What follows belongs to an exercise in optimizing a design on an open flow for small area, a short achievable clock period and few clock cycles; a production flow would make more cautious choices.
In this exercise RTL edits were held to simulation tests only and were not proved equivalent to the original.

==> run a <==
==> flow/design.v <==
`timescale 1ns / 1ps
module ns_mem(clk, we, wa, wd, rsel, rd, fsel, fd);
    input         clk;
    input         we;
    input  [4:0]  wa;
    input  [15:0] wd;
    input  [31:0] rsel;
    output reg [15:0] rd;
    input  [31:0] fsel;
    output reg [15:0] fd;
    reg [15:0] mem [0:31];
    always @(posedge clk)
        if (we) mem[wa] <= wd;
    integer k;
    always @* begin
        rd = 16'd0;
        for (k = 0; k < 32; k = k + 1)
            rd = rd | ({16{rsel[k]}} & mem[k]);
    end
    always @* begin
        fd = 16'd0;
        for (k = 0; k < 32; k = k + 1)
            fd = fd | ({16{fsel[k]}} & mem[k]);
    end
endmodule
`timescale 1ns / 1ps
module ns_fmul(a, b, p);
    input  [15:0] a;
    input  [15:0] b;
    output [15:0] p;
    wire [21:0] m = {1'b1, a[9:0]} * {1'b1, b[9:0]};
    wire [4:0]  e0 = a[14:10] + b[14:10] - 5'd15;
    wire [4:0]  e1 = a[14:10] + b[14:10] - 5'd14;
    wire [4:0]  e = m[21] ? e1 : e0;
    wire [9:0]  f = m[21] ? m[20:11] : m[19:10];
    wire        z = (a[14:0] == 15'd0) | (b[14:0] == 15'd0);
    assign p = z ? 16'd0 : {a[15] ^ b[15], e, f};
endmodule
`timescale 1ns / 1ps
module ns_fadd(a, b, s);
    input  [15:0] a;
    input  [15:0] b;
    output [15:0] s;
    wire [4:0]  ea = a[14:10];
    wire [4:0]  eb = b[14:10];
    wire        sA = a[15];
    wire        sB = b[15];
    wire [10:0] mA = {a[14:0] != 15'd0, a[9:0]};
    wire [10:0] mB = {b[14:0] != 15'd0, b[9:0]};
    wire        eff_sub = sA ^ sB;
    wire        swap = eb > ea;
    wire        eq   = ea == eb;
    wire        a1   = {1'b0, ea} == {1'b0, eb} + 6'd1;
    wire        b1   = {1'b0, eb} == {1'b0, ea} + 6'd1;
    wire        close = eff_sub & (eq | a1 | b1);
    wire [11:0] c0  = {1'b0, mA} - {1'b0, mB};
    wire [10:0] c0n = mB - mA;
    wire [10:0] c1  = mA - {1'b0, mB[10:1]};
    wire [10:0] c2  = mB - {1'b0, mA[10:1]};
    wire        aGE = ~c0[11];
    wire [10:0] cm  = eq ? (aGE ? c0[10:0] : c0n) : a1 ? c1 : c2;
    wire        cs  = eq ? (aGE ? sA : sB) : a1 ? sA : sB;
    wire [4:0]  ce  = b1 ? eb : ea;
    reg  [3:0]  sh;
    always @* begin
        casez (cm)
            11'b1??????????: sh = 4'd0;
            11'b01?????????: sh = 4'd1;
            11'b001????????: sh = 4'd2;
            11'b0001???????: sh = 4'd3;
            11'b00001??????: sh = 4'd4;
            11'b000001?????: sh = 4'd5;
            11'b0000001????: sh = 4'd6;
            11'b00000001???: sh = 4'd7;
            11'b000000001??: sh = 4'd8;
            11'b0000000001?: sh = 4'd9;
            default:         sh = 4'd10;
        endcase
    end
    wire [10:0] cshl = cm << sh;
    wire [15:0] cres = (cm == 11'd0) ? 16'd0 : {cs, ce - {1'b0, sh}, cshl[9:0]};
    wire [4:0]  dAB = ea - eb;
    wire [4:0]  dBA = eb - ea;
    wire [15:0] fA, fB;
    ns_far farA(.sL(sA), .eL(ea), .mL(mA), .mS(mB), .d(dAB), .sub(eff_sub), .r(fA));
    ns_far farB(.sL(sB), .eL(eb), .mL(mB), .mS(mA), .d(dBA), .sub(eff_sub), .r(fB));
    wire [15:0] fres = swap ? fB : fA;
    assign s = close ? cres : fres;
endmodule
module ns_far(sL, eL, mL, mS, d, sub, r);
    input         sL;
    input  [4:0]  eL;
    input  [10:0] mL;
    input  [10:0] mS;
    input  [4:0]  d;
    input         sub;
    output reg [15:0] r;
    wire [10:0] sS   = mS >> d;
    wire [11:0] fsum = {1'b0, mL} + {1'b0, sS};
    wire [10:0] fdif = mL - sS;
    wire [4:0]  eP   = eL + 5'd1;
    wire [4:0]  eM   = eL - 5'd1;
    always @* begin
        if (sub) begin
            if (fdif[10]) r = {sL, eL, fdif[9:0]};
            else          r = {sL, eM, fdif[8:0], 1'b0};
        end else begin
            if (fsum[11])      r = {sL, eP, fsum[10:1]};
            else if (fsum[10]) r = {sL, eL, fsum[9:0]};
            else               r = 16'd0;
        end
    end
endmodule
`timescale 1ns / 1ps
module ns_act(sel, v, r);
    input  [1:0]  sel;
    input  [15:0] v;
    output reg [15:0] r;
    always @* begin
        case (sel)
            2'd0: r = v;
            2'd1: r = v[15] ? 16'h0000 : 16'h3c00;
            2'd2: r = v[15] ? 16'h0000 : v;
            default: r = (v[14:10] >= 5'd15) ? {v[15], 15'h3c00} : v;
        endcase
    end
endmodule
`timescale 1ns / 1ps
module TheNeuroSpider(Address, CacheSelect, clk, rst, InputData, StartOperation,
                      WE, OutputData, ReadyForNextOp);
    input  [15:0] Address;
    input  [1:0]  CacheSelect;
    input         clk;
    input         rst;
    input  [15:0] InputData;
    input         StartOperation;
    input         WE;
    output [15:0] OutputData;
    output        ReadyForNextOp;
    reg        busy;
    reg [15:0] r_off, r_ioff, r_woff, r_n, r_dest;
    reg [1:0]  r_act;
    reg [10:0] ia_hi, wa_hi;
    reg [31:0] ia_oh, wa_oh;
    reg [15:0] fc;           
    reg        v1, v2;       
    reg [15:0] xr, wr;       
    reg [15:0] pr;           
    reg [15:0] acc;
    reg [18:0] ph;
    reg        ph_dv;        
    reg [4:0]  ph_dest;
    wire aLow = Address[15:5] == 11'd0;
    wire uwe  = WE & ~busy;
    wire go   = ~busy & StartOperation & ~rst;
    wire more = fc != r_n;
    wire fin  = busy & ~v1 & ~more;
    wire wr_off  = uwe & (Address == 16'h8000);
    wire wr_ioff = uwe & (Address == 16'h8001);
    wire wr_woff = uwe & (Address == 16'h8002);
    wire wr_n    = uwe & (Address == 16'h8003);
    wire wr_dest = uwe & (Address == 16'h8004);
    wire wr_act  = uwe & (Address == 16'h8005);
    wire [15:0] resv;
    wire [15:0] L_rd, I_rd, W_rd, L_fd, I_fd, W_fd;
    wire [31:0] dec  = 32'd1 << Address[4:0];
    wire [31:0] selL = (CacheSelect == 2'b00) ? dec : 32'd0;
    wire [31:0] selI = (CacheSelect == 2'b01) ? dec : 32'd0;
    wire [31:0] selW = CacheSelect[1] ? dec : 32'd0;
    wire [15:0] I_f = (ia_hi == 11'd0) ? I_fd : 16'd0;
    wire [15:0] la  = I_f + r_off;
    wire        lv  = la[15:5] == 11'd0;
    wire [31:0] la_oh = 32'd1 << la[4:0];
    wire [15:0] L_f = lv ? L_fd : 16'd0;
    wire [15:0] W_f = (wa_hi == 11'd0) ? W_fd : 16'd0;
    wire        resWE = fin & (r_dest[15:5] == 11'd0);
    wire        hit   = go & (ph == 19'd2);
    wire        phWE  = hit & ph_dv;
    wire [15:0] ph_val = (r_act == 2'd1) ? 16'h3c00 : 16'h0000;
    wire        weL = (uwe & aLow & (CacheSelect == 2'b00)) | resWE | phWE;
    wire        weI = uwe & aLow & (CacheSelect == 2'b01);
    wire        weW = uwe & aLow & CacheSelect[1];
    ns_mem memL(.clk(clk), .we(weL),
                .wa(busy ? r_dest[4:0] : hit ? ph_dest[4:0] : Address[4:0]),
                .wd(busy ? resv : hit ? ph_val : InputData), .rsel(selL), .rd(L_rd), .fsel(la_oh), .fd(L_fd));
    ns_mem memI(.clk(clk), .we(weI), .wa(Address[4:0]), .wd(InputData),
                .rsel(selI), .rd(I_rd), .fsel(ia_oh), .fd(I_fd));
    ns_mem memW(.clk(clk), .we(weW), .wa(Address[4:0]), .wd(InputData),
                .rsel(selW), .rd(W_rd), .fsel(wa_oh), .fd(W_fd));
    reg [15:0] rreg;
    always @* begin
        case (Address)
            16'h8000: rreg = r_off;
            16'h8001: rreg = r_ioff;
            16'h8002: rreg = r_woff;
            16'h8003: rreg = r_n;
            16'h8004: rreg = r_dest;
            16'h8005: rreg = {14'd0, r_act};
            default:  rreg = 16'd0;
        endcase
    end
    assign OutputData = rreg | (aLow ? (L_rd | I_rd | W_rd) : 16'd0);
    assign ReadyForNextOp = ~busy;
    wire [15:0] ioff_nx = wr_ioff ? InputData : r_ioff;
    wire [15:0] woff_nx = wr_woff ? InputData : r_woff;
    always @(posedge clk) begin
        if (rst) begin
            busy <= 1'b0;
            r_off <= 16'd0; r_ioff <= 16'd0; r_woff <= 16'd0;
            r_n <= 16'd0; r_dest <= 16'd0; r_act <= 2'd0;
        end else begin
            if (wr_off)  r_off  <= InputData;
            r_ioff <= ioff_nx;
            r_woff <= woff_nx;
            if (wr_n)    r_n    <= InputData;
            if (wr_dest) r_dest <= InputData;
            if (wr_act)  r_act  <= InputData[1:0];
            if (go) busy <= 1'b1;
            else if (fin) busy <= 1'b0;
        end
    end
    wire keep_n  = wr_n & (InputData > fc);
    wire restart = fin | hit | (uwe & ~(wr_dest | wr_act | keep_n));
    wire fetch   = more;
    wire [15:0] prod, sum;
    ns_fmul mul(.a(xr), .b(wr), .p(prod));
    ns_fadd add(.a(pr), .b(acc), .s(sum));
    ns_act  act(.sel(r_act), .v(v2 ? sum : acc), .r(resv));
    always @(posedge clk) begin
        if (rst) begin
            v1 <= 1'b0; v2 <= 1'b0; fc <= 16'd0;
            ia_hi <= 11'd0; ia_oh <= 32'd1;
            wa_hi <= 11'd0; wa_oh <= 32'd1;
        end else if (restart) begin
            v1 <= 1'b0; v2 <= 1'b0; fc <= 16'd0;
            ia_hi <= ioff_nx[15:5]; ia_oh <= 32'd1 << ioff_nx[4:0];
            wa_hi <= woff_nx[15:5]; wa_oh <= 32'd1 << woff_nx[4:0];
        end else begin
            if (fetch) begin
                fc <= fc + 16'd1;
                ia_oh <= {ia_oh[30:0], ia_oh[31]};
                wa_oh <= {wa_oh[30:0], wa_oh[31]};
                if (ia_oh[31]) ia_hi <= ia_hi + 11'd1;
                if (wa_oh[31]) wa_hi <= wa_hi + 11'd1;
            end
            v1 <= fetch;
            v2 <= v1;
        end
    end
    always @(posedge clk) begin
        if (rst) begin
            ph <= (r_n == 16'd0) ? 19'd3 : {1'b0, r_n, 2'b00} + {3'b000, r_n} + 19'd9;
            ph_dv <= r_dest[15:5] == 11'd0;
            ph_dest <= r_dest[4:0];
        end else if (go)
            ph <= 19'd0;
        else if (ph != 19'd0)
            ph <= ph - 19'd1;
    end
    always @(posedge clk) begin
        if (fetch) begin
            xr <= L_f;
            wr <= W_f;
        end
        pr <= prod;
        if (rst | restart) acc <= 16'd0;
        else if (v2) acc <= sum;
    end
endmodule
==> flow/run.sh <==
#!/bin/bash
# synth_recipe.tcl (not shown) runs the flow's synth.tcl, then flattens the netlist and writes it again
# the make line also repeats each setting of config.mk as NAME=value (left out here)
make -C /OpenROAD-flow-scripts/flow DESIGN_CONFIG=/design/flow/config.mk WORK_HOME=/design/flow/orfs CLKGATE_MAP_FILE= SYNTH_SCRIPT=/design/flow/synth_recipe.tcl finish
==> flow/config.mk <==
export PLATFORM = sky130hd
export DESIGN_NAME = TheNeuroSpider
export DESIGN_NICKNAME = TheNeuroSpider
export VERILOG_FILES = /design/flow/design.v
export SDC_FILE = /design/flow/constraint.sdc
export NUM_CORES = 4
export LEC_CHECK = 0
export CAP_MARGIN = 20
export CORE_MARGIN = 2
export CORE_UTILIZATION = 50
export CTS_BUF_LIST = sky130_fd_sc_hd__clkbuf_8
export CTS_CLUSTER_SIZE = 20
export SETUP_SLACK_MARGIN = 2.9
export SLEW_MARGIN = 20
export TNS_END_PERCENT = 20
==> flow/constraint.sdc <==
create_clock -name core_clock -period 10.0 [get_ports {clk}]
set_input_delay 2.0000 -clock core_clock [delete_from_list [all_inputs] [get_ports {clk}]]
set_output_delay 2.0000 -clock core_clock [all_outputs]
set_load 0.01 [all_outputs]
==> inputs of run b, as changes to run a <==
==> flow/design.v, changed modules only <==
module ns_mem(clk, we, wa, wd, rsel, rd, fa, fd);
    input         clk;
    input         we;
    input  [4:0]  wa;
    input  [15:0] wd;
    input  [31:0] rsel;
    output reg [15:0] rd;
    input  [15:0] fa;
    output [15:0] fd;
    reg [15:0] mem [0:31];
    always @(posedge clk)
        if (we) mem[wa] <= wd;
    integer k;
    always @* begin
        rd = 16'd0;
        for (k = 0; k < 32; k = k + 1)
            rd = rd | ({16{rsel[k]}} & mem[k]);
    end
    assign fd = (fa[15:5] == 11'd0) ? mem[fa[4:0]] : 16'd0;
endmodule
module TheNeuroSpider(Address, CacheSelect, clk, rst, InputData, StartOperation,
                      WE, OutputData, ReadyForNextOp);
    input  [15:0] Address;
    input  [1:0]  CacheSelect;
    input         clk;
    input         rst;
    input  [15:0] InputData;
    input         StartOperation;
    input         WE;
    output [15:0] OutputData;
    output        ReadyForNextOp;
    reg        busy;
    reg [15:0] r_off, r_ioff, r_woff, r_n, r_dest;
    reg [1:0]  r_act;
    reg [15:0] ia, wa;       
    reg [15:0] fc;           
    reg        v1, v2;       
    reg [15:0] xr, wr;       
    reg [15:0] pr;           
    reg [15:0] acc;
    reg [18:0] ph;
    reg        ph_dv;        
    reg [4:0]  ph_dest;
    wire aLow = Address[15:5] == 11'd0;
    wire uwe  = WE & ~busy;
    wire go   = ~busy & StartOperation & ~rst;
    wire more = fc != r_n;
    wire fin  = busy & ~v1 & ~more;
    wire wr_off  = uwe & (Address == 16'h8000);
    wire wr_ioff = uwe & (Address == 16'h8001);
    wire wr_woff = uwe & (Address == 16'h8002);
    wire wr_n    = uwe & (Address == 16'h8003);
    wire wr_dest = uwe & (Address == 16'h8004);
    wire wr_act  = uwe & (Address == 16'h8005);
    wire [15:0] resv;
    wire [15:0] L_rd, I_rd, W_rd, L_fd, I_fd, W_fd;
    wire [31:0] dec  = 32'd1 << Address[4:0];
    wire [15:0] la = I_fd + r_off;
    wire        resWE = fin & (r_dest[15:5] == 11'd0);
    wire        hit   = go & (ph == 19'd2);
    wire        phWE  = hit & ph_dv;
    wire [15:0] ph_val = (r_act == 2'd1) ? 16'h3c00 : 16'h0000;
    wire        weL = (uwe & aLow & (CacheSelect == 2'b00)) | resWE | phWE;
    wire        weI = uwe & aLow & (CacheSelect == 2'b01);
    wire        weW = uwe & aLow & CacheSelect[1];
    ns_mem memL(.clk(clk), .we(weL),
                .wa(busy ? r_dest[4:0] : hit ? ph_dest[4:0] : Address[4:0]),
                .wd(busy ? resv : hit ? ph_val : InputData), .rsel(dec), .rd(L_rd), .fa(la), .fd(L_fd));
    ns_mem memI(.clk(clk), .we(weI), .wa(Address[4:0]), .wd(InputData),
                .rsel(dec), .rd(I_rd), .fa(ia), .fd(I_fd));
    ns_mem memW(.clk(clk), .we(weW), .wa(Address[4:0]), .wd(InputData),
                .rsel(dec), .rd(W_rd), .fa(wa), .fd(W_fd));
    reg [15:0] rreg;
    always @* begin
        case (Address)
            16'h8000: rreg = r_off;
            16'h8001: rreg = r_ioff;
            16'h8002: rreg = r_woff;
            16'h8003: rreg = r_n;
            16'h8004: rreg = r_dest;
            16'h8005: rreg = {14'd0, r_act};
            default:  rreg = 16'd0;
        endcase
    end
    wire [15:0] mrd = CacheSelect[1] ? W_rd : CacheSelect[0] ? I_rd : L_rd;
    assign OutputData = rreg | (aLow ? mrd : 16'd0);
    assign ReadyForNextOp = ~busy;
    wire [15:0] ioff_nx = wr_ioff ? InputData : r_ioff;
    wire [15:0] woff_nx = wr_woff ? InputData : r_woff;
    always @(posedge clk) begin
        if (rst) begin
            busy <= 1'b0;
            r_off <= 16'd0; r_ioff <= 16'd0; r_woff <= 16'd0;
            r_n <= 16'd0; r_dest <= 16'd0; r_act <= 2'd0;
        end else begin
            if (wr_off)  r_off  <= InputData;
            r_ioff <= ioff_nx;
            r_woff <= woff_nx;
            if (wr_n)    r_n    <= InputData;
            if (wr_dest) r_dest <= InputData;
            if (wr_act)  r_act  <= InputData[1:0];
            if (go) busy <= 1'b1;
            else if (fin) busy <= 1'b0;
        end
    end
    wire keep_n  = wr_n & (InputData > fc);
    wire restart = fin | hit | (uwe & ~(wr_dest | wr_act | keep_n));
    wire fetch   = more;
    wire [15:0] prod, sum;
    ns_fmul mul(.a(xr), .b(wr), .p(prod));
    ns_fadd add(.a(pr), .b(acc), .s(sum));
    ns_act  act(.sel(r_act), .v(v2 ? sum : acc), .r(resv));
    always @(posedge clk) begin
        if (rst) begin
            v1 <= 1'b0; v2 <= 1'b0; fc <= 16'd0;
            ia <= 16'd0; wa <= 16'd0;
        end else if (restart) begin
            v1 <= 1'b0; v2 <= 1'b0; fc <= 16'd0;
            ia <= ioff_nx; wa <= woff_nx;
        end else begin
            if (fetch) begin
                fc <= fc + 16'd1;
                ia <= ia + 16'd1;
                wa <= wa + 16'd1;
            end
            v1 <= fetch;
            v2 <= v1;
        end
    end
    always @(posedge clk) begin
        if (rst) begin
            ph <= (r_n == 16'd0) ? 19'd3 : {1'b0, r_n, 2'b00} + {3'b000, r_n} + 19'd9;
            ph_dv <= r_dest[15:5] == 11'd0;
            ph_dest <= r_dest[4:0];
        end else if (go)
            ph <= 19'd0;
        else if (ph != 19'd0)
            ph <= ph - 19'd1;
    end
    always @(posedge clk) begin
        if (fetch) begin
            xr <= L_fd;
            wr <= W_fd;
        end
        pr <= prod;
        if (rst | restart) acc <= 16'd0;
        else if (v2) acc <= sum;
    end
endmodule
- CORE_UTILIZATION: 50 -> 40
- CTS_BUF_LIST: sky130_fd_sc_hd__clkbuf_8 -> default
- CTS_CLUSTER_SIZE: 20 -> default
- SETUP_SLACK_MARGIN: 2.9 -> 3.0
- TNS_END_PERCENT: 20 -> default
==> comparison table <==
	run b	run a
Result of the run	finished clean	stopped before the end
Last stage reached	-	global routing (5_1_grt)
Number of buffers added for setup after CTS	199	103
Largest buffer count on any clock path	3	4
Number of standard-cell rows in the floorplan	174	155
Synth Area in Adders	5.27%	5.35%
Post-synthesis cell area	90800 um2	89900 um2
Cell count after synthesis	6556	7359
Number of cells upsized or downsized after cts	251	373
Total placed instance area	96800 um2	96500 um2
Final RePlAce weighted congestion	0.974	1.31
Mux share of post-synthesis cell area	13.8%	2.34%
Count of distinct cell types in the synthesized netlist	100	102
Share of synthesized cell area in and, or, nand and nor gates	8.36%	10.0%
Cell count after placement	9494	9797
Syn Area/Cell	13.9 um2	12.2 um2
Clock buffer count from CTS	181	320
Count of H-tree levels built during CTS	4	5
Placement-stage worst setup slack	0.819 ns	0.838 ns
Number of register bits inferred by synthesis	1763	1812
Post-synthesis net count	6921	7726
Testbench counts of run a, summed over its fixed seeds: cycles 5,789.
Testbench counts of run b, summed over its fixed seeds: cycles 5,789.

[port drivers added, routing unchanged]
The flow's constraints put no driver on any port. The routed layout listed below was extracted and timed again, unchanged, in two steps. Step 1, drivers: a clkbuf_16 drives clk and a buf_2 each remaining input, both assumed. Step 2, shift: input delay + t, output delay - t, t = (earliest + latest rising clock arrival at the registers) / 2. This alone moves slack from input paths to output paths. a / b / c = no drivers / after step 1 / after step 2; a / b = the first two.
run: run b
shift t [ns]: 0.931
setup WS [ns]: 2.819 / 2.576 / 2.576
hold slack, ns: 0.480 / 0.480 / 0.480
worst setup path at the end: input to output
After both steps run b still meets setup and hold. For run b, drivers alone change the setup slack by -0.243 ns; drivers and shift together by -0.243 ns.
